Source: an optimization exercise on an open RTL-to-GDS flow (aim: small area). Production flows keep margins and buffers that such runs may drop. Only simulation tests tie the RTL to the original design; equivalence was not proved. Power is estimated from default activity; no workload was simulated.

==> design.v <==
parameter ADD     = 4'b0000;
parameter SUB     = 4'b0001;
parameter AND     = 4'b0010;
parameter OR      = 4'b0011;
parameter XOR     = 4'b0100;
parameter NOT     = 4'b0101;
parameter MOV     = 4'b0110;
parameter NOP     = 4'b0111;
parameter LOAD    = 4'b1000;
parameter STORE   = 4'b1001;
parameter LOAD_IM = 4'b1010;
parameter BRN_Z   = 4'b1011;
parameter BRN_N   = 4'b1100;
parameter BRN_O   = 4'b1101;
parameter BRN     = 4'b1110;
module microprocessor #(parameter N = 8, ROM_addressBits = 6, RF_addressBits = 3) (
  input  logic                           clk             ,
  input  logic                           rst_n           ,
  input  logic [ 3+2*(RF_addressBits):0] ROM_data        ,
  input  logic [                  N-1:0] SRAM_data       ,
  output logic                           overflowPC      ,
  output logic                           ROM_readEnable  ,
  output logic                           SRAM_readEnable ,
  output logic                           SRAM_writeEnable,
  output logic [    ROM_addressBits-1:0] ROM_address     ,
  output logic [(2**RF_addressBits)-1:0] SRAM_address    ,
  output logic [                  N-1:0] SRAM_data_in
);
  localparam logic [1:0] S_INIT = 2'd0, S_RUN = 2'd1, S_LD2 = 2'd2, S_HALT = 2'd3;
  logic [1:0] state;
  logic [2:0] ph;
  wire st_init = (state == S_INIT);
  wire st_run  = (state == S_RUN);
  wire st_ld2  = (state == S_LD2);
  wire ph0 = (ph == 3'd0);
  wire ph7 = (ph == 3'd7);
  wire [3:0] op = ROM_data[9:6];
  wire [2:0] fa = ROM_data[5:3];
  wire [2:0] fb = ROM_data[2:0];
  wire is_alu    = !op[3] && !(op[2] && op[1] && op[0]);
  wire is_sub    = (op[2:0] == 3'b001);         
  wire is_addsub = (op[2:1] == 2'b00);          
  wire is_not    = (op[2:0] == 3'b101);         
  wire is_load   = (op == 4'b1000);
  wire is_store  = (op == 4'b1001);
  wire is_ldi    = (op == 4'b1010);
  wire is_undef  = (op == 4'b1111);
  wire is_branch = op[3] && (op[2] ? !(op[1] && op[0]) : (op[1] && op[0]));
  logic [7:0] pc;
  wire ov = pc[7];
  always_ff @(posedge clk or negedge rst_n) begin
    if (!rst_n) begin
      state <= S_INIT;
      ph    <= 3'd0;
    end else begin
      ph <= ph + 3'd1;
      if (ph7) begin
        case (state)
          S_INIT: state <= S_RUN;
          S_RUN:  state <= is_load ? S_LD2 : (ov ? S_HALT : S_RUN);
          S_LD2:  state <= ov ? S_HALT : S_RUN;
          default: state <= S_HALT;
        endcase
      end
    end
  end
  assign overflowPC     = (state == S_HALT);
  assign ROM_readEnable = ph7 && !(st_run && is_load);
  assign ROM_address    = pc[6:1];
  logic [7:0] R [0:7];
  wire [2:0] sel_a = is_not ? 3'd1 : fa;
  wire port_a = R[sel_a][0];
  wire port_b = R[fb][0];
  logic alu_c;
  wire bb   = port_b ^ is_sub;
  wire cin  = ph0 ? is_sub : alu_c;
  wire sum  = port_a ^ bb ^ cin;
  wire cout = (port_a & bb) | (port_a & cin) | (bb & cin);
  logic alu_r;
  always_comb begin
    case (op[2:0])
      3'b000, 3'b001: alu_r = sum;
      3'b010:         alu_r = port_a & port_b;
      3'b011:         alu_r = port_a | port_b;
      3'b110:         alu_r = port_b;
      default:        alu_r = port_a ^ port_b;
    endcase
  end
  logic flag_o, flag_n, flag_z;
  wire flag_clr = ph7 && (st_init || (st_run && is_branch));
  wire flag_upd = st_run && is_alu;
  always_ff @(posedge clk) begin
    alu_c <= cout;
    if (flag_clr) begin
      flag_o <= 1'b0;
      flag_n <= 1'b0;
      flag_z <= 1'b0;
    end else if (flag_upd) begin
      flag_o <= is_addsub & (cin ^ cout);
      flag_n <= alu_r;
      flag_z <= ~alu_r & (flag_z | ph0);
    end
  end
  logic [7:1] addr, dreg;
  wire addr_in = is_load ? port_b : port_a;
  assign SRAM_address     = {addr_in, addr[7:1]};
  assign SRAM_data_in     = {port_b, dreg[7:1]};
  assign SRAM_readEnable  = st_run && is_load && ph7;
  assign SRAM_writeEnable = st_run && is_store && ph7;
  always_ff @(posedge clk) begin
    addr <= {addr_in, addr[7:2]};
    dreg <= {(port_b & is_store), dreg[7:2]} | SRAM_data[7:1];
  end
  wire imm   = ph[1] | ph[2] ? fb[2] : (ph[0] ? fb[1] : fb[0]);
  wire ldbit = SRAM_data[0] | dreg[1];
  wire wbit  = op[3] ? (st_ld2 ? ldbit : imm) : alu_r;
  wire wen   = st_ld2 || (st_run && (is_alu || is_ldi));
  always_ff @(posedge clk) begin
    for (int i = 0; i < 8; i++) begin
      if (st_init || (wen && fa == i))
        R[i] <= {(i == 1) ? (wbit | st_init) : (wbit & !st_init), R[i][7:1]};
      else
        R[i] <= {R[i][0], R[i][7:1]};
    end
  end
  logic pc_c;
  logic cond;
  always_comb begin
    case (op[2:0])
      3'b011:  cond = flag_z;    
      3'b100:  cond = flag_n;    
      3'b101:  cond = flag_o;    
      default: cond = 1'b1;      
    endcase
  end
  wire taken  = st_run && is_branch && cond;
  wire pc_sub = ROM_data[5];
  wire mag    = ph[2] ? (!ph[1] && !ph[0] && ROM_data[4]) : ROM_data[ph[1:0]];
  wire px     = taken & (pc_sub ^ mag);
  wire pcin   = ph0 ? (st_run & (taken ? pc_sub : !is_undef)) : pc_c;
  wire psum   = pc[0] ^ px ^ pcin;
  always_ff @(posedge clk) begin
    pc_c <= (pc[0] & px) | (pc[0] & pcin) | (px & pcin);
    pc   <= {psum & !st_init, pc[7:1]};
  end
endmodule
==> run.sh <==
#!/bin/bash
# synth_recipe.tcl (not shown) runs the flow's synth.tcl, then flattens the netlist and writes it again
# the make line also repeats each setting of config.mk as NAME=value (left out here)
make -C /OpenROAD-flow-scripts/flow DESIGN_CONFIG=/design/flow/config.mk WORK_HOME=/design/flow/orfs CLKGATE_MAP_FILE= SYNTH_SCRIPT=/design/flow/synth_recipe.tcl finish
==> config.mk <==
export PLATFORM = sky130hd
export DESIGN_NAME = microprocessor
export DESIGN_NICKNAME = microprocessor
export VERILOG_FILES = /design/flow/design.v
export SDC_FILE = /design/flow/constraint.sdc
export NUM_CORES = 4
export LEC_CHECK = 0
export ABC_AREA = 1
export CAP_MARGIN = 20
export CORE_MARGIN = 2
export CORE_UTILIZATION = 40
export SLEW_MARGIN = 20
==> constraint.sdc <==
create_clock -name core_clock -period 10.0 [get_ports {clk}]
set_input_delay 2.0000 -clock core_clock [delete_from_list [all_inputs] [get_ports {clk}]]
set_output_delay 2.0000 -clock core_clock [all_outputs]
set_load 0.01 [all_outputs]
==> results of run 1 <==
## layout make-up
type                            instances  area share, %
Inverter                               52           5.11
Clock buffer                           13           4.16
Timing Repair Buffer                   45           11.8
Sequential cell                        96           50.9
Multi-Input combinational cell        169           24.1
Clock inverter                          3          0.589
Tap cell                              102           3.34
## kinds of logic (layout without fill, tap and decap cells)
family / after synthesis / count (layout) / synth area share, %
flip-flops: 96 / 96 / 62.3
AO/OA/AOI/OAI: 29 / 29 / 5.21
buffers and inverters: 60 / 113 / 8.17
XOR/XNOR: 3 / 3 / 0.841
AND/OR/NAND/NOR: 129 / 129 / 19.8
adder cells (fa/ha/maj): 8 / 8 / 3.69
## per-stage QoR
step / std cells / area, um2
after floorplan: 325 / 3120
after global routing: 480 / 3820
after CTS: 480 / 3820
after detailed placement: 464 / 3640
final: 480 / 3820
after global placement: 464 / 3640
## power breakdown
part	internal (uW)	switching [uW]	leakage [uW]
Sequential	477	34.6	0.000816
Combinational	79.9	85.5	0.000888
Clock	105	121	0.0000906
## registers in the layout, indices dropped and copies added (netlist names)
register and count:
R 64, addr 7, alu_c 1, dreg 7, flag_n 1, flag_o 1
flag_z 1, pc 8, pc_c 1, ph 3, state 2
## layer usage
layer | track usage, % | vias to the layer above | part of all wire (%)
met3 | 6.10 | 10 | 7.4
met4 | 4.85 | 0 | 1.5
met2 | 23.5 | 59 | 45
li1 | - | 1108 | -
met5 | 0 | - | 0
met1 | 17.9 | 966 | 46
## worst reg2reg max path, cell delays in order (launching register included)
cell and delay (ps):
sky130_fd_sc_hd__dfrtp_1 430, sky130_fd_sc_hd__inv_1 130, sky130_fd_sc_hd__ha_1 200, sky130_fd_sc_hd__inv_1 50
sky130_fd_sc_hd__nor2_1 240, sky130_fd_sc_hd__inv_1 110, sky130_fd_sc_hd__nand2_1 70, sky130_fd_sc_hd__nand2_1 80
sky130_fd_sc_hd__fa_1 430, sky130_fd_sc_hd__nand2_1 70, sky130_fd_sc_hd__nand2_1 50, sky130_fd_sc_hd__a21oi_1 150
sky130_fd_sc_hd__nand3_2 130, sky130_fd_sc_hd__nand2_2 180, sky130_fd_sc_hd__nand3_1 90, sky130_fd_sc_hd__nand2_1 100
sky130_fd_sc_hd__inv_1 40
## path summary, 6_finish.rpt
kind	startpoint	to	slack, ps	cells past startpoint
setup / recovery	ROM_data[7]	SRAM_address[7]	3990	12
hold / removal	R[6][4]$_DFF_P_	R[6][3]$_DFF_P_	330	0
setup reg to reg	ph[0]$_DFF_PN0_	R[2][7]$_DFF_P_	7360	16
hold reg to reg	R[6][4]$_DFF_P_	R[6][3]$_DFF_P_	330	0
max in group asynchronous	rst_n	state[0]$_DFFE_PN0P_	7950	1
min in group asynchronous	rst_n	state[1]$_DFFE_PN0P_	1860	1
## layout by cell type (no fill, tap or decap), drive strengths merged
cell type / count
dfxtp: 91
nand2: 58
inv: 54
clkdlybuf4s50: 45
nand3: 34
nor2: 24
a21oi: 15
clkbuf: 13
o21ai: 8
or2: 6
ha: 6
dfrtp: 5
nor3: 5
o211ai: 3
xor2: 3
o21bai: 2
fa: 2
nand3b: 1
nand4: 1
o22ai: 1
clkinvlp: 1
==> tab_implementation.tex, run 1 <==
\begin{tabular}{lr}
\hline
Metric & Value \\
\hline
\multicolumn{2}{l}{\textbf{Worst setup path}} \\
\quad Critical path's slowest cell & sky130\_fd\_sc\_hd\_\_clkdlybuf4s50\_1 \\
\quad Most Frequent Cell on Critical Path & sky130\_fd\_sc\_hd\_\_nand2\_1 \\
\quad Data arrival time of the worst path & 4010 ps \\
\quad Cell breakdown of the critical path & clkdlybuf4s50\_1, inv\_1, nand3\_1, nand2\_1, inv\_1, nand2\_1, o211ai\_1, nand2\_1, nand3\_1, nand3\_1, nand2\_1, clkdlybuf4s50\_1 \\
\quad Crit Path Max Fanout & 6 \\
\quad Element type at the critical path end & output port \\
\quad CP Data Required Time & 8000 ps \\
\quad Total buffers and inverters traversed by the critical path & 4 \\
\quad Cell type group with the largest total delay on the critical path & buffers and inverters \\
\quad Type of element launching the critical path & primary input \\
\quad Critical Path Max Stage Delay & 530 ps \\
\quad Worst Setup Path Type & in2out \\
\multicolumn{2}{l}{\textbf{Synth}} \\
\quad Cell with the most instances after synthesis & sky130\_fd\_sc\_hd\_\_dfxtp\_1 \\
\quad Most used flip-flop cell after synthesis & sky130\_fd\_sc\_hd\_\_dfxtp\_1 \\
\quad Post-Syn Area & 0.00312 mm2 \\
\quad Netlist cell types & 27 \\
\quad Average cell area after synthesis & 9.61 um2 \\
\quad Count of yosys warnings during synthesis & 2 \\
\quad Leading cell types by count after synthesis & 91 x sky130\_fd\_sc\_hd\_\_dfxtp\_1, 55 x sky130\_fd\_sc\_hd\_\_nand2\_1, 48 x sky130\_fd\_sc\_hd\_\_inv\_1 \\
\quad Share of the yosys chip area belonging to registers & 62.3\% \\
\quad Synth top area share & 58.3\% \\
\quad Post-synthesis instance total & 325 \\
\quad Number of enable flip-flop cells after synthesis & 0 \\
\quad Top post-synthesis cells by area & sky130\_fd\_sc\_hd\_\_dfxtp\_1 58\%, sky130\_fd\_sc\_hd\_\_nand2\_1 6.6\%, sky130\_fd\_sc\_hd\_\_inv\_1 5.8\%, sky130\_fd\_sc\_hd\_\_nand3\_1 5.0\%, sky130\_fd\_sc\_hd\_\_dfrtp\_1 4.0\% \\
\quad FF+latch count, synth & 96 \\
\quad Nets in the synthesized netlist & 353 \\
\quad Synth async-reset ratio & 5.21\% \\
\quad Cell type with the highest aggregate area in the netlist & sky130\_fd\_sc\_hd\_\_dfxtp\_1 \\
\multicolumn{2}{l}{\textbf{CTS}} \\
\quad Number of gates resized after CTS & 0 \\
\quad Clock root buffer & sky130\_fd\_sc\_hd\_\_clkbuf\_8 \\
\quad Count of clock tree sinks & 96 \\
\quad Count of buffers added by post-CTS timing repair for setup & 0 \\
\quad H-Tree Level Count & 3 \\
\quad CTS tree & done \\
\quad Clock Pin Slew Worst Setup and Hold Paths & 80 ps \\
\quad Post-cts hold buffer count & 0 \\
\quad Clock latency of the later-clocked register in the worst-skew pair & 350 ps \\
\quad Number of buffers inserted during clock tree synthesis & 9 \\
\quad Max clock buf depth & 2 \\
\multicolumn{2}{l}{\textbf{Floorplan}} \\
\quad Core region area & 0.00765 mm2 \\
\quad Num ports & 46 \\
\quad Die width & 92.4 um \\
\quad \# rows & 32 \\
\quad Vertical extent of the die & 92.4 um \\
\quad Die ar. & 0.00853 mm2 \\
\quad Initial cell density of the core & 40.8\% \\
\multicolumn{2}{l}{\textbf{Global routing}} \\
\quad Initial antenna violation count & 0 \\
\quad Global-route wire length before repair & 9660 um \\
\quad Pin count of the biggest net entering global routing & 16 \\
\quad Via count of the first global-routing pass & 2,090 \\
\quad Total global-route track usage & 14.7\% \\
\quad Overall overflow remaining after global route & 0 \\
\multicolumn{2}{l}{\textbf{Finish}} \\
\quad Total inserted antenna cells & 0 \\
\quad Multi-input gate area in the final layout & 921 um2 \\
\quad Number of nets at the end of the flow & 401 \\
\quad Synthesis-to-finish area growth & 22.4\% \\
\quad Ratio of cells with drive above 1 in the final layout & 9.79\% \\
\quad Fill cell total of the finished layout & 729 \\
\quad Core utilization of the finished layout & 50.0\% \\
\quad Storage cell area & 0.00195 mm2 \\
\multicolumn{2}{l}{\textbf{Detailed routing}} \\
\quad Number of detailed-route iterations in the first pass & 5 \\
\quad Routed WL & 5680 um \\
\quad Vias after detailed routing & 2,143 \\
\quad Number of remaining DRC errors & 0 \\
\quad Number of nets with antenna violations after routing & 0 \\
\quad Average wire per standard cell & 11.8 um \\
\quad Via-per-instance ratio & 4.46 \\
\quad 1st-iter DRT viols & 73 \\
\multicolumn{2}{l}{\textbf{Timing}} \\
\quad Peak clock frequency supported by timing & 166 MHz \\
\quad Pin slew with the least headroom to its limit & 458 ps \\
\quad RSZ-0062 raised after global routing & no \\
\quad Maximum clock skew at final layout & 7.31 ps \\
\quad Endpoints failing setup & 0 \\
\quad Tcrit/Tclk final & 60.1\% \\
\quad Post-route worst hold slack & 326 ps \\
\quad Tmin final & 6010 ps \\
\quad Worst Setup Slack, final & 3990 ps \\
\quad Number of max-slew violations in the final report & 0 \\
\quad Worst slew margin relative to its limit & 69.5\% \\
\quad Total negative slack for setup checks & 0 ps \\
\quad Hold Violations, Final & 0 \\
\multicolumn{2}{l}{\textbf{Placed design}} \\
\quad Hpwl dp & 4290 um \\
\quad Number of buffers added on ports & 45 \\
\quad Pre-CTS worst setup slack & 4030 ps \\
\quad Routability-driven placement congestion ratio & 0.857 \\
\multicolumn{2}{l}{\textbf{Power and ir drop}} \\
\quad Reported leakage power & 0.00179 uW \\
\quad Highest ir drop seen on vdd & 0.117 mV \\
\quad Power per standard cell area & 236 mW/mm2 \\
\quad Final Total Pwr & 903 uW \\
\multicolumn{2}{l}{\textbf{Flow run}} \\
\quad Max\_cap viols & 0 \\
\multicolumn{2}{l}{\textbf{Status}} \\
\quad Status & timing/DRC/antenna clean \\
\multicolumn{2}{l}{\textbf{Hold path}} \\
\quad Worst hold-check path type & reg2reg \\
\hline
\end{tabular}
==> inputs of run 2 (changes only) <==
==> flow/run.sh (new file) <==
#!/bin/bash
# Standard ORFS layout, with the port buffers made from the smallest buffer
# cell and clock tree synthesis without dummy loads.
set -euo pipefail
export BUFFER_PORTS_ARGS="-buffer_cell sky130_fd_sc_hd__buf_1"
export CTS_ARGS="-sink_clustering_enable -repair_clock_nets -dont_use_dummy_load"
bash standard.sh > standard.log 2>&1
==> standard.sh (new file) <==
#!/bin/bash
# synth_recipe.tcl (not shown) runs the flow's synth.tcl, then flattens the netlist and writes it again
# the make line also repeats each setting of config.mk as NAME=value (left out here)
make -C /OpenROAD-flow-scripts/flow DESIGN_CONFIG=/design/flow/config.mk WORK_HOME=/design/flow/orfs CLKGATE_MAP_FILE= SYNTH_SCRIPT=/design/flow/synth_recipe.tcl "${@:-finish}"
removed: run.sh
==> run 2 against run 1 <==
Compared with the run above:
- still clean
- critical path depth is 2 lower
- combinational power decreased by 19%
- worst hold slack got worse by 12 ps
- clock skew up 12 ps
- area after synthesis is the same
- sequential cell count unchanged
- first-iteration DRC count rose by 1.4%
- critical path type unchanged
==> tab_implementation.tex, run 2 <==
\begin{tabular}{lr}
\hline
Metric & Value \\
\hline
\multicolumn{2}{l}{\textbf{Finish}} \\
\quad Largest registers & R: 64 flops, pc: 8 flops \\
\quad Commonest cells after routing, fill and taps aside & 91 x sky130\_fd\_sc\_hd\_\_dfxtp\_1, 55 x sky130\_fd\_sc\_hd\_\_nand2\_1, 48 x sky130\_fd\_sc\_hd\_\_inv\_1, 45 x sky130\_fd\_sc\_hd\_\_buf\_1, 31 x sky130\_fd\_sc\_hd\_\_nand3\_1 \\
\quad Ratio of cells with drive above 1 in the final layout & 8.63\% (-1.2 points) \\
\quad Number of flip-flops under the largest register name & 64 (unchanged) \\
\quad Most common library cell in the layout ignoring fill and taps & sky130\_fd\_sc\_hd\_\_dfxtp\_1 \\
\quad Number of nets at the end of the flow & 401 (unchanged) \\
\quad Synthesis-to-finish area growth & 11.5\% \\
\quad Total inserted antenna cells & 0 (unchanged) \\
\quad Largest register by flop count & R \\
\quad Core utilization of the finished layout & 45.5\% (-4.4 points) \\
\quad Fill cell total of the finished layout & 768 (+5.3\%) \\
\multicolumn{2}{l}{\textbf{Global routing}} \\
\quad Global-route wire length before repair & 9280 um (-3.9\%) \\
\quad Initial antenna violation count & 0 (unchanged) \\
\quad Pin count of the biggest net entering global routing & 17 (+1) \\
\quad Overall overflow remaining after global route & 0 (unchanged) \\
\quad Via count of the first global-routing pass & 2,028 (-3.0\%) \\
\quad Total global-route track usage & 14.2\% (-0.46 points) \\
\multicolumn{2}{l}{\textbf{Synth}} \\
\quad Post-synthesis share of cell area spent on and, or, nand and nor gates & 19.8\% (unchanged) \\
\quad Multiplexer fraction of the synthesized cell area & 0\% (unchanged) \\
\quad Average cell area after synthesis & 9.61 um2 (unchanged) \\
\quad Synth Area in Compound Gates & 5.21\% (unchanged) \\
\quad Dominant combinational cell family by area after synthesis & simple AND/OR/NAND/NOR gates \\
\quad Post-Syn Area & 0.00312 mm2 (unchanged) \\
\quad Synth Area in XOR/XNOR & 0.841\% (unchanged) \\
\quad Share of synthesized cell area in full adder, half adder and majority cells & 3.69\% (unchanged) \\
\quad Synth top area share & 58.3\% (unchanged) \\
\quad Nets in the synthesized netlist & 353 (unchanged) \\
\quad Synth async-reset ratio & 5.21\% (unchanged) \\
\quad Post-synthesis instance total & 325 (unchanged) \\
\quad Number of enable flip-flop cells after synthesis & 0 (unchanged) \\
\quad FF+latch count, synth & 96 (unchanged) \\
\quad Netlist cell types & 27 (unchanged) \\
\quad Leading cell types by count after synthesis & 91 x sky130\_fd\_sc\_hd\_\_dfxtp\_1, 55 x sky130\_fd\_sc\_hd\_\_nand2\_1, 48 x sky130\_fd\_sc\_hd\_\_inv\_1 \\
\quad Cell type with the highest aggregate area in the netlist & sky130\_fd\_sc\_hd\_\_dfxtp\_1 \\
\quad Top post-synthesis cells by area & sky130\_fd\_sc\_hd\_\_dfxtp\_1 58\%, sky130\_fd\_sc\_hd\_\_nand2\_1 6.6\%, sky130\_fd\_sc\_hd\_\_inv\_1 5.8\%, sky130\_fd\_sc\_hd\_\_nand3\_1 5.0\%, sky130\_fd\_sc\_hd\_\_dfrtp\_1 4.0\% \\
\quad Cell with the most instances after synthesis & sky130\_fd\_sc\_hd\_\_dfxtp\_1 \\
\quad Count of yosys warnings during synthesis & 2 (unchanged) \\
\quad Share of the yosys chip area belonging to registers & 62.3\% (unchanged) \\
\quad Most used flip-flop cell after synthesis & sky130\_fd\_sc\_hd\_\_dfxtp\_1 \\
\multicolumn{2}{l}{\textbf{Timing}} \\
\quad Pin slew with the least headroom to its limit & 478 ps (+20.5 ps) \\
\quad Hold Violations, Final & 0 (unchanged) \\
\quad Number of max-slew violations in the final report & 0 (unchanged) \\
\quad Endpoints failing setup & 0 (unchanged) \\
\quad RSZ-0062 raised after global routing & no \\
\quad Tmin final & 5320 ps (-693 ps) \\
\quad Peak clock frequency supported by timing & 188 MHz (+13\%) \\
\quad Worst slew margin relative to its limit & 68.1\% (-1.4 points) \\
\quad Maximum clock skew at final layout & 19.6 ps (+12.3 ps) \\
\quad Tcrit/Tclk final & 53.2\% (-6.9 points) \\
\quad Total negative slack for setup checks & 0 ps (unchanged) \\
\multicolumn{2}{l}{\textbf{Detailed routing}} \\
\quad 1st-iter DRT viols & 74 (+1.4\%) \\
\quad Number of detailed-route iterations in the first pass & 4 (-1) \\
\quad Routed WL & 5630 um (-0.83\%) \\
\quad Vias after detailed routing & 2,134 (-0.42\%) \\
\quad Average wire per standard cell & 11.9 um (+0.64\%) \\
\quad Number of nets with antenna violations after routing & 0 (unchanged) \\
\quad Via-per-instance ratio & 4.51 (+1.1\%) \\
\quad Number of remaining DRC errors & 0 (unchanged) \\
\multicolumn{2}{l}{\textbf{Worst setup path}} \\
\quad Element type at the critical path end & output port \\
\quad Worst setup path start & ROM\_data[8] \\
\quad Critical path's slowest cell & sky130\_fd\_sc\_hd\_\_nand3\_1 \\
\quad CP Data Required Time & 8000 ps (about the same) \\
\quad Type of element launching the critical path & primary input \\
\quad Crit Path Max Fanout & 6 (unchanged) \\
\quad Startpoint of the worst-slack reg-to-reg timing path & ph[0]\$\_DFF\_PN0\_ \\
\quad Cell breakdown of the critical path & buf\_1, nand3\_1, nand2\_1, nand2\_1, o21ai\_0, o21bai\_1, nand3\_1, nand3\_1, nand2\_1, buf\_1 \\
\quad Critical Path Max Stage Delay & 270 ps (-260 ps) \\
\quad Worst Setup Path Type & in2out \\
\quad Data arrival time of the worst path & 3320 ps (-690 ps) \\
\multicolumn{2}{l}{\textbf{Status}} \\
\quad Status & timing/DRC/antenna clean \\
\multicolumn{2}{l}{\textbf{Floorplan}} \\
\quad Core region area & 0.00765 mm2 (unchanged) \\
\quad Vertical extent of the die & 92.4 um (unchanged) \\
\quad Die width & 92.4 um (unchanged) \\
\quad Num ports & 46 (unchanged) \\
\quad \# rows & 32 (unchanged) \\
\quad Initial cell density of the core & 40.8\% (unchanged) \\
\quad Die ar. & 0.00853 mm2 (unchanged) \\
\multicolumn{2}{l}{\textbf{CTS}} \\
\quad Clock Pin Slew Worst Setup and Hold Paths & 80 ps (about the same) \\
\quad Post-cts hold buffer count & 0 (unchanged) \\
\quad Clock root buffer & sky130\_fd\_sc\_hd\_\_clkbuf\_8 \\
\quad Number of buffers inserted during clock tree synthesis & 9 (unchanged) \\
\quad Count of buffers added by post-CTS timing repair for setup & 0 (unchanged) \\
\quad Max clock buf depth & 2 (unchanged) \\
\quad H-Tree Level Count & 3 (unchanged) \\
\quad Clock latency of the later-clocked register in the worst-skew pair & 340 ps (about the same) \\
\quad Number of gates resized after CTS & 0 (unchanged) \\
\quad Count of clock tree sinks & 96 (unchanged) \\
\quad CTS tree & done \\
\multicolumn{2}{l}{\textbf{Placed design}} \\
\quad Routability-driven placement congestion ratio & 0.899 (+4.9\%) \\
\quad Hpwl dp & 4360 um (+1.5\%) \\
\quad Number of buffers added on ports & 45 (unchanged) \\
\multicolumn{2}{l}{\textbf{Flow run}} \\
\quad Max\_cap viols & 0 (unchanged) \\
\multicolumn{2}{l}{\textbf{Hold path}} \\
\quad Worst hold-check path type & reg2reg \\
\quad Origin of the worst min-delay path & R[6][5]\$\_DFF\_P\_ \\
\multicolumn{2}{l}{\textbf{Power and ir drop}} \\
\quad Highest ir drop seen on vdd & 0.101 mV (-14\%) \\
\quad Reported leakage power & 0.00165 uW (-8.3\%) \\
\quad Power per standard cell area & 239 mW/mm2 (+0.99\%) \\
\hline
\end{tabular}
==> run 2: cell counts after synthesis <==
No cell type changed its count.
==> run 2: through the flow <==
stage / area (um2) / worst slack (ps) / std cells / power (uW) / hold slack [ps]
after detailed placement: 3360 / 4700 / 464 / 658 / 312
after CTS: 3480 / 4700 / 473 / 846 / 312
after global routing: 3480 / 4520 / 473 / 885 / 309
after global placement: 3360 / 4800 / 464 / 654 / 310
final: 3480 / 4680 / 473 / 831 / 314
after floorplan: 3120 / 5120 / 325 / 621 / 310
==> run 2: routing by layer <==
layer	share of wire (%)	GRT usage [%]	wire length, um	vias to the layer above
met5	0	0	0	-
met4	1.9	6.47	106	0
met3	5.1	4.56	285	8
met2	46	23.5	2580	50
met1	47	16.8	2660	976
li1	-	-	-	1100
==> run 2: worst paths after layout <==
check,endpoint,slack (ps),cells after the start
setup reg to reg,R[2][7]$_DFF_P_,7350,16
hold reg to reg,R[6][4]$_DFF_P_,310,0
hold / removal,R[6][4]$_DFF_P_,310,0
min in group asynchronous,state[1]$_DFFE_PN0P_,1500,1
max in group asynchronous,state[0]$_DFFE_PN0P_,8260,1
setup / recovery,SRAM_address[7],4680,10
==> run 2: layout make-up <==
cell class,instances,area (um2),area share [%]
Tap cell,102,128,3.66
Clock buffer,9,124,3.56
Sequential cell,96,1950,55.9
Inverter,52,195,5.60
Timing Repair Buffer,45,169,4.85
Multi-Input combinational cell,169,921,26.4
==> run 2: kinds of logic after synthesis <==
family / count (synthesis)
compound gates: 29
flops: 96
xor+xnor: 3
simple gates: 129
buf+inv: 60
fa+ha+maj: 8
==> run 2: critical path, delay by kind of cell <==
| family | cells | cell delay, ps |
|---|---|---|
| compound gates | 2 | 160 |
| buf+inv | 2 | 390 |
| simple gates | 6 | 770 |
==> run 2: power by group <==
| group | internal, uW | switching, uW |
|---|---|---|
| sequential | 477 | 35.3 |
| combinational | 48.1 | 86.1 |
| clock | 80.7 | 104 |
==> inputs of run 3 (changes only) <==
==> flow/run.sh (replaced) <==
#!/bin/bash
# Own layout flow: the standard flow (standard.sh) with three changes:
#  - synthesis is the standard flow's synthesis script, with ABC run with an area-oriented
#    script (flow/abc_area.script) instead of ORFS's;
#  - the port buffers are the smallest buffer cell (buf_1);
#  - clock tree synthesis uses the options in flow/cts_args.txt.
# Each tool's output goes to a log file in this folder (make's output to
# standard.log; ORFS keeps its per-step logs under orfs/logs/).
set -euo pipefail
W=$PWD
{
  echo "proc abc {args} { set i [lsearch \$args -script]; if {\$i >= 0} { lset args [expr {\$i+1}] $W/flow/abc_area.script }; yosys abc {*}\$args }"
  cat "$W/synth_recipe.tcl"
} > "$W/own_synth.tcl"
sed "s#SYNTH_SCRIPT=[^ ]*#SYNTH_SCRIPT=$W/own_synth.tcl#" "$W/standard.sh" > "$W/own_standard.sh"
grep -q "SYNTH_SCRIPT=$W/own_synth.tcl" "$W/own_standard.sh"
export BUFFER_PORTS_ARGS="-buffer_cell sky130_fd_sc_hd__buf_1"
export CTS_ARGS="$(cat "$W/flow/cts_args.txt")"
bash "$W/own_standard.sh" > "$W/standard.log" 2>&1
==> flow/abc_area.script (new file) <==
strash
 &get -n
 &fraig -x
 &put
 scorr
 dc2
 dretime
 strash
 dc2
 strash
 &get -n
 &dch -f
 &nf -p
 &put
==> flow/cts_args.txt (new file) <==
-sink_clustering_enable -repair_clock_nets -dont_use_dummy_load
--- a/config.mk
+++ b/config.mk
@@ -6,5 +6,4 @@
 export NUM_CORES = 4
 export LEC_CHECK = 0
-export ABC_AREA = 1
 export CAP_MARGIN = 20
 export CORE_MARGIN = 2
==> run 3 against run 2 <==
Compared with the run above:
- power decreased by 29%
- fmax decreased by 6.0%
- still clean
- critical endpoint unchanged
- largest cell class unchanged
- final area decreased by 7.0%
- sequential share of layout area increased by 4.2 points
- sequential cell count unchanged
- clock skew increased by 25 ps
==> tab_implementation.tex, run 3 <==
\begin{tabular}{lr}
\hline
Metric & Value \\
\hline
\multicolumn{2}{l}{\textbf{Timing}} \\
\quad Tcrit/Tclk final & 56.5\% (+3.4 points) \\
\quad Peak clock frequency supported by timing & 177 MHz (-6.0\%) \\
\quad Hold Violations, Final & 0 (unchanged) \\
\quad Worst slew margin relative to its limit & 39.3\% (-29 points) \\
\quad Number of max-slew violations in the final report & 0 (unchanged) \\
\quad RSZ-0062 raised after global routing & no \\
\quad Total negative slack for setup checks & 0 ps (unchanged) \\
\quad Maximum clock skew at final layout & 44.7 ps (+25.1 ps) \\
\quad Tmin final & 5650 ps (+337 ps) \\
\quad Pin slew with the least headroom to its limit & 901 ps (+423 ps) \\
\quad Worst Setup Slack, final & 4350 ps (-337 ps) \\
\quad Endpoints failing setup & 0 (unchanged) \\
\multicolumn{2}{l}{\textbf{CTS}} \\
\quad Clock Pin Slew Worst Setup and Hold Paths & 110 ps (+30 ps) \\
\quad H-Tree Level Count & 3 (unchanged) \\
\quad Number of buffers inserted during clock tree synthesis & 9 (unchanged) \\
\quad Post-cts hold buffer count & 0 (unchanged) \\
\quad CTS tree & done \\
\quad Count of clock tree sinks & 96 (unchanged) \\
\quad Clock latency of the later-clocked register in the worst-skew pair & 370 ps (+30 ps) \\
\quad Clock root buffer & sky130\_fd\_sc\_hd\_\_clkbuf\_8 \\
\quad Max clock buf depth & 2 (unchanged) \\
\quad Count of buffers added by post-CTS timing repair for setup & 0 (unchanged) \\
\quad Number of gates resized after CTS & 0 (unchanged) \\
\multicolumn{2}{l}{\textbf{Synth}} \\
\quad Number of enable flip-flop cells after synthesis & 0 (unchanged) \\
\quad Cell with the most instances after synthesis & sky130\_fd\_sc\_hd\_\_dfxtp\_1 \\
\quad Count of yosys warnings during synthesis & 2 (unchanged) \\
\quad FF+latch count, synth & 96 (unchanged) \\
\quad Share of the yosys chip area belonging to registers & 67.4\% (+5.1 points) \\
\quad Top post-synthesis cells by area & sky130\_fd\_sc\_hd\_\_dfxtp\_1 63\%, sky130\_fd\_sc\_hd\_\_dfrtp\_1 4.3\%, sky130\_fd\_sc\_hd\_\_ha\_1 2.6\%, sky130\_fd\_sc\_hd\_\_a311oi\_1 2.4\%, sky130\_fd\_sc\_hd\_\_buf\_4 2.1\% \\
\quad Most used flip-flop cell after synthesis & sky130\_fd\_sc\_hd\_\_dfxtp\_1 \\
\quad Leading cell types by count after synthesis & 91 x sky130\_fd\_sc\_hd\_\_dfxtp\_1, 12 x sky130\_fd\_sc\_hd\_\_nand2\_1, 10 x sky130\_fd\_sc\_hd\_\_clkinv\_1, 10 x sky130\_fd\_sc\_hd\_\_nor2\_1, 9 x sky130\_fd\_sc\_hd\_\_a21oi\_1 \\
\quad Synth top area share & 63.1\% (+4.8 points) \\
\quad Post-synthesis instance total & 230 (-29\%) \\
\quad Nets in the synthesized netlist & 258 (-27\%) \\
\quad Netlist cell types & 41 (+52\%) \\
\quad Post-Syn Area & 0.00289 mm2 (-7.6\%) \\
\quad Cell type with the highest aggregate area in the netlist & sky130\_fd\_sc\_hd\_\_dfxtp\_1 \\
\quad Average cell area after synthesis & 12.6 um2 (+31\%) \\
\quad Synth async-reset ratio & 5.21\% (unchanged) \\
\multicolumn{2}{l}{\textbf{Floorplan}} \\
\quad Vertical extent of the die & 89.0 um (-3.7\%) \\
\quad \# rows & 30 (-6.3\%) \\
\quad Num ports & 46 (unchanged) \\
\quad Die ar. & 0.00791 mm2 (-7.2\%) \\
\quad Die width & 89.0 um (-3.7\%) \\
\quad Initial cell density of the core & 41.8\% (+0.96 points) \\
\quad Core region area & 0.00691 mm2 (-9.7\%) \\
\multicolumn{2}{l}{\textbf{Placed design}} \\
\quad Hpwl dp & 3390 um (-22\%) \\
\quad Pre-CTS worst setup slack & 4310 ps (-393 ps) \\
\quad Number of buffers added on ports & 45 (unchanged) \\
\quad Routability-driven placement congestion ratio & 0.818 (-9.0\%) \\
\multicolumn{2}{l}{\textbf{Power and ir drop}} \\
\quad Reported leakage power & 0.00122 uW (-26\%) \\
\quad Highest ir drop seen on vdd & 0.0731 mV (-27\%) \\
\quad Power per standard cell area & 181 mW/mm2 (-24\%) \\
\multicolumn{2}{l}{\textbf{Worst setup path}} \\
\quad Data arrival time of the worst path & 3650 ps (+330 ps) \\
\quad Cell breakdown of the critical path & buf\_1, mux4\_2, mux2i\_1, clkinv\_1, nand2\_1, o21ai\_0, buf\_1 \\
\quad Worst Setup Path Type & in2out \\
\quad Critical Path Max Stage Delay & 510 ps (+240 ps) \\
\quad Cell type group with the largest total delay on the critical path & multiplexers \\
\quad Total buffers and inverters traversed by the critical path & 3 (+1) \\
\quad Most Frequent Cell on Critical Path & sky130\_fd\_sc\_hd\_\_buf\_1 \\
\quad Crit Path Max Fanout & 4 (-2) \\
\quad R2r setup slk & 6450 ps (-900 ps) \\
\quad Type of element launching the critical path & primary input \\
\quad CP Data Required Time & 8000 ps (about the same) \\
\quad Critical path's slowest cell & sky130\_fd\_sc\_hd\_\_mux4\_2 \\
\quad Element type at the critical path end & output port \\
\multicolumn{2}{l}{\textbf{Global routing}} \\
\quad Overall overflow remaining after global route & 0 (unchanged) \\
\quad Total global-route track usage & 13.4\% (-0.83 points) \\
\quad Global-route wire length before repair & 7690 um (-17\%) \\
\quad Initial antenna violation count & 0 (unchanged) \\
\quad Via count of the first global-routing pass & 1,626 (-20\%) \\
\quad Pin count of the biggest net entering global routing & 22 (+5) \\
\multicolumn{2}{l}{\textbf{Hold path}} \\
\quad Worst hold-check path type & reg2reg \\
\multicolumn{2}{l}{\textbf{Finish}} \\
\quad Synthesis-to-finish area growth & 12.2\% \\
\quad Most common library cell in the layout ignoring fill and taps & sky130\_fd\_sc\_hd\_\_dfxtp\_1 \\
\quad Number of flip-flops under the largest register name & 64 (unchanged) \\
\quad Fill cell total of the finished layout & 649 (-15\%) \\
\quad Multi-input gate area in the final layout & 842 um2 (-8.6\%) \\
\quad Ratio of cells with drive above 1 in the final layout & 3.99\% (-4.6 points) \\
\quad Total inserted antenna cells & 0 (unchanged) \\
\quad Number of nets at the end of the flow & 306 (-24\%) \\
\quad Largest registers & R: 64 flops, pc: 8 flops \\
\quad Largest register by flop count & R \\
\quad Storage cell area & 0.00195 mm2 (unchanged) \\
\quad Commonest cells after routing, fill and taps aside & 91 x sky130\_fd\_sc\_hd\_\_dfxtp\_1, 45 x sky130\_fd\_sc\_hd\_\_buf\_1, 12 x sky130\_fd\_sc\_hd\_\_nand2\_1, 10 x sky130\_fd\_sc\_hd\_\_clkinv\_1, 10 x sky130\_fd\_sc\_hd\_\_nor2\_1 \\
\multicolumn{2}{l}{\textbf{Detailed routing}} \\
\quad Number of nets with antenna violations after routing & 0 (unchanged) \\
\quad Vias after detailed routing & 1,747 (-18\%) \\
\quad 1st-iter DRT viols & 104 (+41\%) \\
\quad Via-per-instance ratio & 4.70 (+4.1\%) \\
\quad Average wire per standard cell & 12.6 um (+5.9\%) \\
\quad Number of detailed-route iterations in the first pass & 4 (unchanged) \\
\quad Number of remaining DRC errors & 0 (unchanged) \\
\quad Routed WL & 4690 um (-17\%) \\
\multicolumn{2}{l}{\textbf{Status}} \\
\quad Status & timing/DRC/antenna clean \\
\multicolumn{2}{l}{\textbf{Flow run}} \\
\quad Max\_cap viols & 0 (unchanged) \\
\hline
\end{tabular}
==> run 3: changes by cell type in the layout (fill, tap and decap cells not counted), moves of 4 or more <==
cell / change
sky130_fd_sc_hd__a21oi_1: -6
sky130_fd_sc_hd__a311oi_1: +8
sky130_fd_sc_hd__clkinv_1: +10
sky130_fd_sc_hd__inv_1: -48
sky130_fd_sc_hd__inv_2: -4
sky130_fd_sc_hd__mux2i_1: +5
sky130_fd_sc_hd__nand2_1: -43
sky130_fd_sc_hd__nand3_1: -29
sky130_fd_sc_hd__nor2_1: -10
sky130_fd_sc_hd__nor2b_1: +7
sky130_fd_sc_hd__or2_0: +6
sky130_fd_sc_hd__or2_2: -6
==> run 3: cells by family after synthesis <==
kind of cell | after synthesis | synth area share, %
and+or+nand+nor | 52 | 9.58
AOI/OAI and AO/OA | 45 | 11.0
xor gates and xnor gates | 3 | 0.910
adders and majority gates | 8 | 3.99
DFF | 96 | 67.4
muxes | 8 | 3.68
buffers and inverters | 18 | 3.38
==> run 3: power breakdown <==
group          switching (uW)  internal (uW)
combinational            10.4           5.95
sequential              0.685            385
clock                     104           80.6
total                     115            472
==> run 3: layout make-up <==
cell class / instances / area share [%]
inverters: 10 / 1.16
well taps: 96 / 3.71
multi-input cells: 116 / 26.0
flip-flops and latches: 96 / 60.1
clock buffers: 9 / 3.82
repair buffers: 45 / 5.21
==> run 3: layer usage <==
metal	vias up	part of all wire, %	track usage, %
met4	0	2.6	8.68
met5	-	0	0
li1	893	-	-
met1	809	51	17.1
met2	35	43	19.8
met3	10	3.6	3.88
==> run 3: final timing paths <==
| kind | from | endpoint | depth (start not counted) |
|---|---|---|---|
| setup / recovery | ROM_data[0] | SRAM_address[7] | 7 |
| hold / removal | R[4][2]$_DFF_P_ | R[4][1]$_DFF_P_ | 0 |
| setup reg to reg | R[6][0]$_DFF_P_ | R[1][7]$_DFF_P_ | 8 |
| hold reg to reg | R[4][2]$_DFF_P_ | R[4][1]$_DFF_P_ | 0 |
| max in group asynchronous | rst_n | ph[0]$_DFF_PN0_ | 1 |
| min in group asynchronous | rst_n | state[1]$_DFFE_PN0P_ | 1 |
==> run 3: stage by stage <==
stage	instances	utilization (%)	power (uW)	instance area [um2]	hold slack, ps
finish	372	46.9	587	3240	305
global placement	363	45.1	411	3120	310
floorplan	230	-	402	2890	310
detailed placement	363	45.1	411	3120	312
CTS	372	46.9	594	3240	308
global route	372	46.9	612	3240	314
==> inputs of run 4 (changes only) <==
==> flow/cts_args.txt (replaced) <==
-sink_clustering_enable -repair_clock_nets -dont_use_dummy_load -buf_list sky130_fd_sc_hd__clkbuf_8 -root_buf sky130_fd_sc_hd__clkbuf_8 -sink_clustering_size 25 -sink_clustering_max_diameter 150
==> run 4 against run 3 <==
Compared with the run above:
- clock skew is the same
- count of clock-buffer cells in the layout stayed put
- first-iteration DRC count is the same
- sequential share of layout area did not move
- still clean on timing, DRC and antenna
- cell count stayed put
- combinational power about the same
- worst setup slack did not move
==> tab_implementation.tex, run 4 <==
\begin{tabular}{lr}
\hline
Metric & Value \\
\hline
\multicolumn{2}{l}{\textbf{Timing}} \\
\quad Worst slew margin relative to its limit & 39.3\% (unchanged) \\
\quad Hold Violations, Final & 0 (unchanged) \\
\quad Maximum clock skew at final layout & 44.7 ps (unchanged) \\
\quad Total negative slack for setup checks & 0 ps (unchanged) \\
\quad Number of max-slew violations in the final report & 0 (unchanged) \\
\quad RSZ-0062 raised after global routing & no \\
\quad Tcrit/Tclk final & 56.5\% (unchanged) \\
\quad Pin slew with the least headroom to its limit & 901 ps (unchanged) \\
\quad Tmin final & 5650 ps (unchanged) \\
\quad Worst Setup Slack, final & 4350 ps (unchanged) \\
\quad Peak clock frequency supported by timing & 177 MHz (unchanged) \\
\quad Endpoints failing setup & 0 (unchanged) \\
\multicolumn{2}{l}{\textbf{CTS}} \\
\quad CTS tree & done \\
\quad Number of gates resized after CTS & 0 (unchanged) \\
\quad Max clock buf depth & 2 (unchanged) \\
\quad Count of clock tree sinks & 96 (unchanged) \\
\quad Post-cts hold buffer count & 0 (unchanged) \\
\quad H-Tree Level Count & 3 (unchanged) \\
\quad Clock Pin Slew Worst Setup and Hold Paths & 110 ps (about the same) \\
\quad Count of buffers added by post-CTS timing repair for setup & 0 (unchanged) \\
\quad Clock latency of the later-clocked register in the worst-skew pair & 370 ps (about the same) \\
\quad Clock root buffer & sky130\_fd\_sc\_hd\_\_clkbuf\_8 \\
\quad Number of buffers inserted during clock tree synthesis & 9 (unchanged) \\
\multicolumn{2}{l}{\textbf{Worst setup path}} \\
\quad Critical path's slowest cell & sky130\_fd\_sc\_hd\_\_mux4\_2 \\
\quad Crit Path Max Fanout & 4 (unchanged) \\
\quad Element type at the critical path end & output port \\
\quad Most Frequent Cell on Critical Path & sky130\_fd\_sc\_hd\_\_buf\_1 \\
\quad R2r setup slk & 6450 ps (about the same) \\
\quad CP Data Required Time & 8000 ps (about the same) \\
\quad Cell type group with the largest total delay on the critical path & multiplexers \\
\quad Total buffers and inverters traversed by the critical path & 3 (unchanged) \\
\quad Worst Setup Path Type & in2out \\
\quad Type of element launching the critical path & primary input \\
\quad Critical Path Max Stage Delay & 510 ps (about the same) \\
\quad Data arrival time of the worst path & 3650 ps (about the same) \\
\quad Cell breakdown of the critical path & buf\_1, mux4\_2, mux2i\_1, clkinv\_1, nand2\_1, o21ai\_0, buf\_1 \\
\multicolumn{2}{l}{\textbf{Power and ir drop}} \\
\quad Reported leakage power & 0.00122 uW (unchanged) \\
\quad Highest ir drop seen on vdd & 0.0731 mV (unchanged) \\
\quad Power per standard cell area & 181 mW/mm2 (unchanged) \\
\multicolumn{2}{l}{\textbf{Global routing}} \\
\quad Initial antenna violation count & 0 (unchanged) \\
\quad Pin count of the biggest net entering global routing & 22 (unchanged) \\
\quad Global-route wire length before repair & 7690 um (unchanged) \\
\quad Via count of the first global-routing pass & 1,626 (unchanged) \\
\quad Overall overflow remaining after global route & 0 (unchanged) \\
\quad Total global-route track usage & 13.4\% (unchanged) \\
\multicolumn{2}{l}{\textbf{Synth}} \\
\quad Nets in the synthesized netlist & 258 (unchanged) \\
\quad Cell type with the highest aggregate area in the netlist & sky130\_fd\_sc\_hd\_\_dfxtp\_1 \\
\quad FF+latch count, synth & 96 (unchanged) \\
\quad Average cell area after synthesis & 12.6 um2 (unchanged) \\
\quad Post-synthesis instance total & 230 (unchanged) \\
\quad Netlist cell types & 41 (unchanged) \\
\quad Share of the yosys chip area belonging to registers & 67.4\% (unchanged) \\
\quad Leading cell types by count after synthesis & 91 x sky130\_fd\_sc\_hd\_\_dfxtp\_1, 12 x sky130\_fd\_sc\_hd\_\_nand2\_1, 10 x sky130\_fd\_sc\_hd\_\_clkinv\_1, 10 x sky130\_fd\_sc\_hd\_\_nor2\_1, 9 x sky130\_fd\_sc\_hd\_\_a21oi\_1 \\
\quad Synth top area share & 63.1\% (unchanged) \\
\quad Top post-synthesis cells by area & sky130\_fd\_sc\_hd\_\_dfxtp\_1 63\%, sky130\_fd\_sc\_hd\_\_dfrtp\_1 4.3\%, sky130\_fd\_sc\_hd\_\_ha\_1 2.6\%, sky130\_fd\_sc\_hd\_\_a311oi\_1 2.4\%, sky130\_fd\_sc\_hd\_\_buf\_4 2.1\% \\
\quad Number of enable flip-flop cells after synthesis & 0 (unchanged) \\
\quad Synth async-reset ratio & 5.21\% (unchanged) \\
\quad Post-Syn Area & 0.00289 mm2 (unchanged) \\
\quad Cell with the most instances after synthesis & sky130\_fd\_sc\_hd\_\_dfxtp\_1 \\
\quad Most used flip-flop cell after synthesis & sky130\_fd\_sc\_hd\_\_dfxtp\_1 \\
\quad Count of yosys warnings during synthesis & 2 (unchanged) \\
\multicolumn{2}{l}{\textbf{Detailed routing}} \\
\quad 1st-iter DRT viols & 104 (unchanged) \\
\quad Via-per-instance ratio & 4.70 (unchanged) \\
\quad Vias after detailed routing & 1,747 (unchanged) \\
\quad Number of remaining DRC errors & 0 (unchanged) \\
\quad Routed WL & 4690 um (unchanged) \\
\quad Number of detailed-route iterations in the first pass & 4 (unchanged) \\
\quad Average wire per standard cell & 12.6 um (unchanged) \\
\quad Number of nets with antenna violations after routing & 0 (unchanged) \\
\multicolumn{2}{l}{\textbf{Finish}} \\
\quad Fill cell total of the finished layout & 649 (unchanged) \\
\quad Number of flip-flops under the largest register name & 64 (unchanged) \\
\quad Commonest cells after routing, fill and taps aside & 91 x sky130\_fd\_sc\_hd\_\_dfxtp\_1, 45 x sky130\_fd\_sc\_hd\_\_buf\_1, 12 x sky130\_fd\_sc\_hd\_\_nand2\_1, 10 x sky130\_fd\_sc\_hd\_\_clkinv\_1, 10 x sky130\_fd\_sc\_hd\_\_nor2\_1 \\
\quad Ratio of cells with drive above 1 in the final layout & 3.99\% (unchanged) \\
\quad Largest registers & R: 64 flops, pc: 8 flops \\
\quad Synthesis-to-finish area growth & 12.2\% (unchanged) \\
\quad Largest register by flop count & R \\
\quad Core utilization of the finished layout & 46.9\% (unchanged) \\
\quad Most common library cell in the layout ignoring fill and taps & sky130\_fd\_sc\_hd\_\_dfxtp\_1 \\
\quad Total inserted antenna cells & 0 (unchanged) \\
\quad Final cell count without fillers & 372 (unchanged) \\
\quad Number of nets at the end of the flow & 306 (unchanged) \\
\multicolumn{2}{l}{\textbf{Floorplan}} \\
\quad Num ports & 46 (unchanged) \\
\quad Die width & 89.0 um (unchanged) \\
\quad Die ar. & 0.00791 mm2 (unchanged) \\
\quad Initial cell density of the core & 41.8\% (unchanged) \\
\quad Core region area & 0.00691 mm2 (unchanged) \\
\quad Vertical extent of the die & 89.0 um (unchanged) \\
\quad \# rows & 30 (unchanged) \\
\multicolumn{2}{l}{\textbf{Placed design}} \\
\quad Pre-CTS worst setup slack & 4310 ps (unchanged) \\
\quad Placed insts & 363 (unchanged) \\
\quad Number of buffers added on ports & 45 (unchanged) \\
\quad Routability-driven placement congestion ratio & 0.818 (unchanged) \\
\quad Hpwl dp & 3390 um (unchanged) \\
\multicolumn{2}{l}{\textbf{Status}} \\
\quad Status & timing/DRC/antenna clean \\
\multicolumn{2}{l}{\textbf{Flow run}} \\
\quad Max\_cap viols & 0 (unchanged) \\
\multicolumn{2}{l}{\textbf{Hold path}} \\
\quad Worst hold-check path type & reg2reg \\
\hline
\end{tabular}
[run 4: logic make-up after synthesis]
| group | share of synthesized area, % |
|---|---|
| buffers and inverters | 3.38 |
| multiplexers | 3.68 |
| flip-flops | 67.4 |
| AND/OR/NAND/NOR | 9.58 |
| AO/OA/AOI/OAI | 11.0 |
| adder cells (fa/ha/maj) | 3.99 |
| XOR/XNOR | 0.910 |
[run 4: power breakdown]
part | switching, uW | leakage, uW | internal [uW] | total (uW)
logic | 10.4 | 0.000365 | 5.95 | 16.4
registers | 0.685 | 0.000794 | 385 | 386
clock network | 104 | 0.0000647 | 80.6 | 185
total | 115 | 0.00122 | 472 | 587
[run 4: layer usage]
metal / global-route usage [%] / share of wire [%]
met2: 19.8 / 43
met4: 8.68 / 2.6
met3: 3.88 / 3.6
met1: 17.1 / 51
met5: 0 / 0
[run 4: metrics by stage]
step	hold WS, ps	cell area (um2)	power, uW
after floorplan	310	2890	402
after global placement	310	3120	411
after detailed placement	312	3120	411
after CTS	308	3240	594
after global routing	314	3240	612
final	305	3240	587
[run 4: cell type report]
| class | instances | area, um2 | share of cell area, % |
|---|---|---|---|
| clock buffer | 9 | 124 | 3.82 |
| inverter | 10 | 37.5 | 1.16 |
| multi-input combinational | 116 | 842 | 26.0 |
| sequential | 96 | 1950 | 60.1 |
| tap | 96 | 120 | 3.71 |
| timing repair buffer | 45 | 169 | 5.21 |
[run 4: path summary, 6_finish.rpt]
check,startpoint,endpoint,cells past startpoint
max,ROM_data[0],SRAM_address[7],7
min,R[4][2]$_DFF_P_,R[4][1]$_DFF_P_,0
max reg2reg,R[6][0]$_DFF_P_,R[1][7]$_DFF_P_,8
min reg2reg,R[4][2]$_DFF_P_,R[4][1]$_DFF_P_,0
max in group asynchronous,rst_n,ph[0]$_DFF_PN0_,1
min in group asynchronous,rst_n,state[1]$_DFFE_PN0P_,1
==> inputs of run 5 (changes only) <==
==> flow/cts_args.txt (replaced) <==
-sink_clustering_enable -repair_clock_nets -dont_use_dummy_load -buf_list {sky130_fd_sc_hd__clkbuf_4 sky130_fd_sc_hd__clkbuf_8} -sink_clustering_size 12 -sink_clustering_max_diameter 40
==> run 5 against run 4 <==
Compared with the run above:
- largest cell class unchanged
- sequential power hardly changed
- combinational power is essentially flat
- die area is the same
- first-iteration DRC count unchanged
- critical path type unchanged
- still clean on timing, DRC and antenna
- fmax stayed put
==> tab_implementation.tex, run 5 <==
\begin{tabular}{lr}
\hline
Metric & Value \\
\hline
\multicolumn{2}{l}{\textbf{Status}} \\
\quad Status & timing/DRC/antenna clean \\
\multicolumn{2}{l}{\textbf{Detailed routing}} \\
\quad 1st-iter DRT viols & 104 (unchanged) \\
\quad Average wire per standard cell & 12.6 um (unchanged) \\
\quad Number of remaining DRC errors & 0 (unchanged) \\
\quad Via-per-instance ratio & 4.70 (unchanged) \\
\quad Number of detailed-route iterations in the first pass & 4 (unchanged) \\
\quad Vias after detailed routing & 1,747 (unchanged) \\
\quad Number of nets with antenna violations after routing & 0 (unchanged) \\
\quad Routed WL & 4690 um (unchanged) \\
\multicolumn{2}{l}{\textbf{Finish}} \\
\quad Synthesis-to-finish area growth & 12.2\% (unchanged) \\
\quad Area of all placed cells without fillers & 0.00324 mm2 (unchanged) \\
\quad Ratio of cells with drive above 1 in the final layout & 3.99\% (unchanged) \\
\quad Total inserted antenna cells & 0 (unchanged) \\
\quad Number of nets at the end of the flow & 306 (unchanged) \\
\quad Most common library cell in the layout ignoring fill and taps & sky130\_fd\_sc\_hd\_\_dfxtp\_1 \\
\quad Fill cell total of the finished layout & 649 (unchanged) \\
\quad Number of flip-flops under the largest register name & 64 (unchanged) \\
\quad Largest register by flop count & R \\
\quad Commonest cells after routing, fill and taps aside & 91 x sky130\_fd\_sc\_hd\_\_dfxtp\_1, 45 x sky130\_fd\_sc\_hd\_\_buf\_1, 12 x sky130\_fd\_sc\_hd\_\_nand2\_1, 10 x sky130\_fd\_sc\_hd\_\_clkinv\_1, 10 x sky130\_fd\_sc\_hd\_\_nor2\_1 \\
\quad Largest registers & R: 64 flops, pc: 8 flops \\
\multicolumn{2}{l}{\textbf{Synth}} \\
\quad Post-synthesis instance total & 230 (unchanged) \\
\quad Synth top area share & 63.1\% (unchanged) \\
\quad Most used flip-flop cell after synthesis & sky130\_fd\_sc\_hd\_\_dfxtp\_1 \\
\quad Netlist cell types & 41 (unchanged) \\
\quad Post-synthesis share of cell area spent on and, or, nand and nor gates & 9.58\% (unchanged) \\
\quad Top post-synthesis cells by area & sky130\_fd\_sc\_hd\_\_dfxtp\_1 63\%, sky130\_fd\_sc\_hd\_\_dfrtp\_1 4.3\%, sky130\_fd\_sc\_hd\_\_ha\_1 2.6\%, sky130\_fd\_sc\_hd\_\_a311oi\_1 2.4\%, sky130\_fd\_sc\_hd\_\_buf\_4 2.1\% \\
\quad Synth Area in Compound Gates & 11.0\% (unchanged) \\
\quad Synth async-reset ratio & 5.21\% (unchanged) \\
\quad Cell with the most instances after synthesis & sky130\_fd\_sc\_hd\_\_dfxtp\_1 \\
\quad Synth Area in XOR/XNOR & 0.910\% (unchanged) \\
\quad Multiplexer fraction of the synthesized cell area & 3.68\% (unchanged) \\
\quad Share of the yosys chip area belonging to registers & 67.4\% (unchanged) \\
\quad Nets in the synthesized netlist & 258 (unchanged) \\
\quad FF+latch count, synth & 96 (unchanged) \\
\quad Leading cell types by count after synthesis & 91 x sky130\_fd\_sc\_hd\_\_dfxtp\_1, 12 x sky130\_fd\_sc\_hd\_\_nand2\_1, 10 x sky130\_fd\_sc\_hd\_\_clkinv\_1, 10 x sky130\_fd\_sc\_hd\_\_nor2\_1, 9 x sky130\_fd\_sc\_hd\_\_a21oi\_1 \\
\quad Dominant combinational cell family by area after synthesis & compound AO/OA/AOI/OAI gates \\
\quad Number of enable flip-flop cells after synthesis & 0 (unchanged) \\
\quad Average cell area after synthesis & 12.6 um2 (unchanged) \\
\quad Cell type with the highest aggregate area in the netlist & sky130\_fd\_sc\_hd\_\_dfxtp\_1 \\
\quad Share of synthesized cell area in full adder, half adder and majority cells & 3.99\% (unchanged) \\
\quad Count of yosys warnings during synthesis & 2 (unchanged) \\
\quad Post-Syn Area & 0.00289 mm2 (unchanged) \\
\multicolumn{2}{l}{\textbf{Flow run}} \\
\quad Max\_cap viols & 0 (unchanged) \\
\multicolumn{2}{l}{\textbf{Global routing}} \\
\quad Fraction of met1 tracks used by global routing & 17.1\% (unchanged) \\
\quad Initial antenna violation count & 0 (unchanged) \\
\quad Pin count of the biggest net entering global routing & 22 (unchanged) \\
\quad Total global-route track usage & 13.4\% (unchanged) \\
\quad Overall overflow remaining after global route & 0 (unchanged) \\
\quad Peak-usage layer in the global routing report & met2 \\
\quad Via count of the first global-routing pass & 1,626 (unchanged) \\
\quad Met3 routing resource usage after global routing & 3.88\% (unchanged) \\
\quad Met2 demand-to-capacity share in global routing & 19.8\% (unchanged) \\
\quad Global-route wire length before repair & 7690 um (unchanged) \\
\multicolumn{2}{l}{\textbf{Worst setup path}} \\
\quad Worst Setup Path Type & in2out \\
\quad R2r setup slk & 6450 ps (about the same) \\
\quad Endpoint of the lowest-slack register-to-register path & R[1][7]\$\_DFF\_P\_ \\
\quad Crit Path Max Fanout & 4 (unchanged) \\
\quad Data arrival time of the worst path & 3650 ps (about the same) \\
\quad Element type at the critical path end & output port \\
\quad CP Data Required Time & 8000 ps (about the same) \\
\quad Type of element launching the critical path & primary input \\
\quad Number of cells on the worst reg-to-reg path & 8 (unchanged) \\
\quad Startpoint of the worst-slack reg-to-reg timing path & R[6][0]\$\_DFF\_P\_ \\
\multicolumn{2}{l}{\textbf{Power and ir drop}} \\
\quad Power per standard cell area & 181 mW/mm2 (unchanged) \\
\quad Highest ir drop seen on vdd & 0.0731 mV (unchanged) \\
\quad Reported leakage power & 0.00122 uW (unchanged) \\
\multicolumn{2}{l}{\textbf{Timing}} \\
\quad Worst Setup Slack, final & 4350 ps (unchanged) \\
\quad Maximum clock skew at final layout & 44.7 ps (unchanged) \\
\quad Tcrit/Tclk final & 56.5\% (unchanged) \\
\quad Post-route worst hold slack & 305 ps (unchanged) \\
\quad Worst slew margin relative to its limit & 39.3\% (unchanged) \\
\quad Endpoints failing setup & 0 (unchanged) \\
\quad Peak clock frequency supported by timing & 177 MHz (unchanged) \\
\quad Pin slew with the least headroom to its limit & 901 ps (unchanged) \\
\quad Tmin final & 5650 ps (unchanged) \\
\quad Total negative slack for setup checks & 0 ps (unchanged) \\
\quad Number of max-slew violations in the final report & 0 (unchanged) \\
\quad RSZ-0062 raised after global routing & no \\
\quad Hold Violations, Final & 0 (unchanged) \\
\multicolumn{2}{l}{\textbf{CTS}} \\
\quad Clock Pin Slew Worst Setup and Hold Paths & 110 ps (about the same) \\
\quad Post-cts hold buffer count & 0 (unchanged) \\
\quad Max clock buf depth & 2 (unchanged) \\
\quad H-Tree Level Count & 3 (unchanged) \\
\quad Count of buffers added by post-CTS timing repair for setup & 0 (unchanged) \\
\quad Number of buffers inserted during clock tree synthesis & 9 (unchanged) \\
\quad Clock latency of the later-clocked register in the worst-skew pair & 370 ps (about the same) \\
\quad Clock root buffer & sky130\_fd\_sc\_hd\_\_clkbuf\_8 \\
\quad Number of gates resized after CTS & 0 (unchanged) \\
\quad Count of clock tree sinks & 96 (unchanged) \\
\quad CTS tree & done \\
\multicolumn{2}{l}{\textbf{Floorplan}} \\
\quad Die width & 89.0 um (unchanged) \\
\quad Core region area & 0.00691 mm2 (unchanged) \\
\quad Die ar. & 0.00791 mm2 (unchanged) \\
\quad Initial cell density of the core & 41.8\% (unchanged) \\
\quad Vertical extent of the die & 89.0 um (unchanged) \\
\quad \# rows & 30 (unchanged) \\
\quad Num ports & 46 (unchanged) \\
\multicolumn{2}{l}{\textbf{Placed design}} \\
\quad Hpwl dp & 3390 um (unchanged) \\
\quad Pre-CTS worst setup slack & 4310 ps (unchanged) \\
\quad Routability-driven placement congestion ratio & 0.818 (unchanged) \\
\quad Placed standard-cell area & 0.00312 mm2 (unchanged) \\
\quad Number of buffers added on ports & 45 (unchanged) \\
\multicolumn{2}{l}{\textbf{Hold path}} \\
\quad Cell depth of the worst hold path & 0 (unchanged) \\
\quad Hold EP & R[4][1]\$\_DFF\_P\_ \\
\quad Worst hold-check path type & reg2reg \\
\quad Origin of the worst min-delay path & R[4][2]\$\_DFF\_P\_ \\
\hline
\end{tabular}
## run 5: final cells by class
| type | count | area [um2] | area share, % |
|---|---|---|---|
| Sequential cell | 96 | 1950 | 60.1 |
| Multi-Input combinational cell | 116 | 842 | 26.0 |
| Timing Repair Buffer | 45 | 169 | 5.21 |
| Clock buffer | 9 | 124 | 3.82 |
| Tap cell | 96 | 120 | 3.71 |
| Inverter | 10 | 37.5 | 1.16 |
## run 5: worst max-delay path by stage
stage                     start              end  slack, ps  depth (start not counted)
finish              ROM_data[0]  SRAM_address[7]       4350                          7
global route        ROM_data[0]  SRAM_address[7]       4150                          7
CTS                 ROM_data[0]  SRAM_address[7]       4310                          7
detailed placement  ROM_data[0]  SRAM_address[7]       4310                          7
global placement    ROM_data[0]  SRAM_address[7]       4370                          7
floorplan           ROM_data[0]  SRAM_address[7]       4740                          6
## run 5: logic make-up after synthesis
family | after synthesis
DFF | 96
adders and majority gates | 8
AOI/OAI and AO/OA | 45
xor gates and xnor gates | 3
buffers and inverters | 18
muxes | 8
and+or+nand+nor | 52
## run 5: per-stage QoR
stage / std cells / total power, uW / util [%]
after global placement: 363 / 411 / 45.1
final: 372 / 587 / 46.9
after floorplan: 230 / 402 / -
after global routing: 372 / 612 / 46.9
after detailed placement: 363 / 411 / 45.1
after CTS: 372 / 594 / 46.9
## run 5: where the power goes
group          switching, uW  internal (uW)  leakage [uW]
Clock                    104           80.6     0.0000647
Combinational           10.4           5.95      0.000365
Sequential             0.685            385      0.000794
## run 5: worst max-delay path: stages
cell and delay [ps]:
sky130_fd_sc_hd__buf_1 170, sky130_fd_sc_hd__mux4_2 510, sky130_fd_sc_hd__mux2i_1 390, sky130_fd_sc_hd__clkinv_1 250, sky130_fd_sc_hd__nand2_1 90, sky130_fd_sc_hd__o21ai_0 90
sky130_fd_sc_hd__buf_1 150
## run 5: per-layer routing
layer  vias up  part of all wire (%)  wire [um]
met5         -                     0          0
met4         0                   2.6        124
met3        10                   3.6        168
met2        35                    43       2020
met1       809                    51       2370
li1        893                     -          -

separate check: timing with driven ports:
In the flow no input, the clock included, has a driving cell. The finished layouts below were timed again as built, in two steps. Step 1 (the two cells are an assumption about what drives the block):
set clk [get_ports {clk}]
set_driving_cell -lib_cell sky130_fd_sc_hd__clkbuf_16 $clk
set_driving_cell -lib_cell sky130_fd_sc_hd__buf_2 [delete_from_list [all_inputs] $clk]
Step 2 adds t to the input delays and takes it off the output delays; t is the mean of the earliest and latest rising clock arrival at the registers after step 1. Input paths then give back, and output paths get back, about the clock's delay inside the block. Slacks: no drivers / after step 1 / after step 2; pairs: no drivers / after step 1.
| run | shift t [ns] | setup slack, ns | worst setup path at the end | slew at the worst register clock pin (ns) | cell pins on the clock port's net |
|---|---|---|---|---|---|
| run 1 | 0.375 | 3.991 / 3.959 / 3.959 | input to output | 0.08 / 0.08 | 1 |
| run 2 | 0.359 | 4.685 / 4.659 / 4.659 | input to output | 0.09 / 0.09 | 1 |
| run 3 | 0.376 | 4.348 / 4.308 / 4.308 | input to output | 0.11 / 0.11 | 1 |
| run 4 | 0.376 | 4.348 / 4.308 / 4.308 | input to output | 0.11 / 0.11 | 1 |
| run 5 | 0.376 | 4.348 / 4.308 / 4.308 | input to output | 0.11 / 0.11 | 1 |
After both steps setup and hold are still met in every run listed.
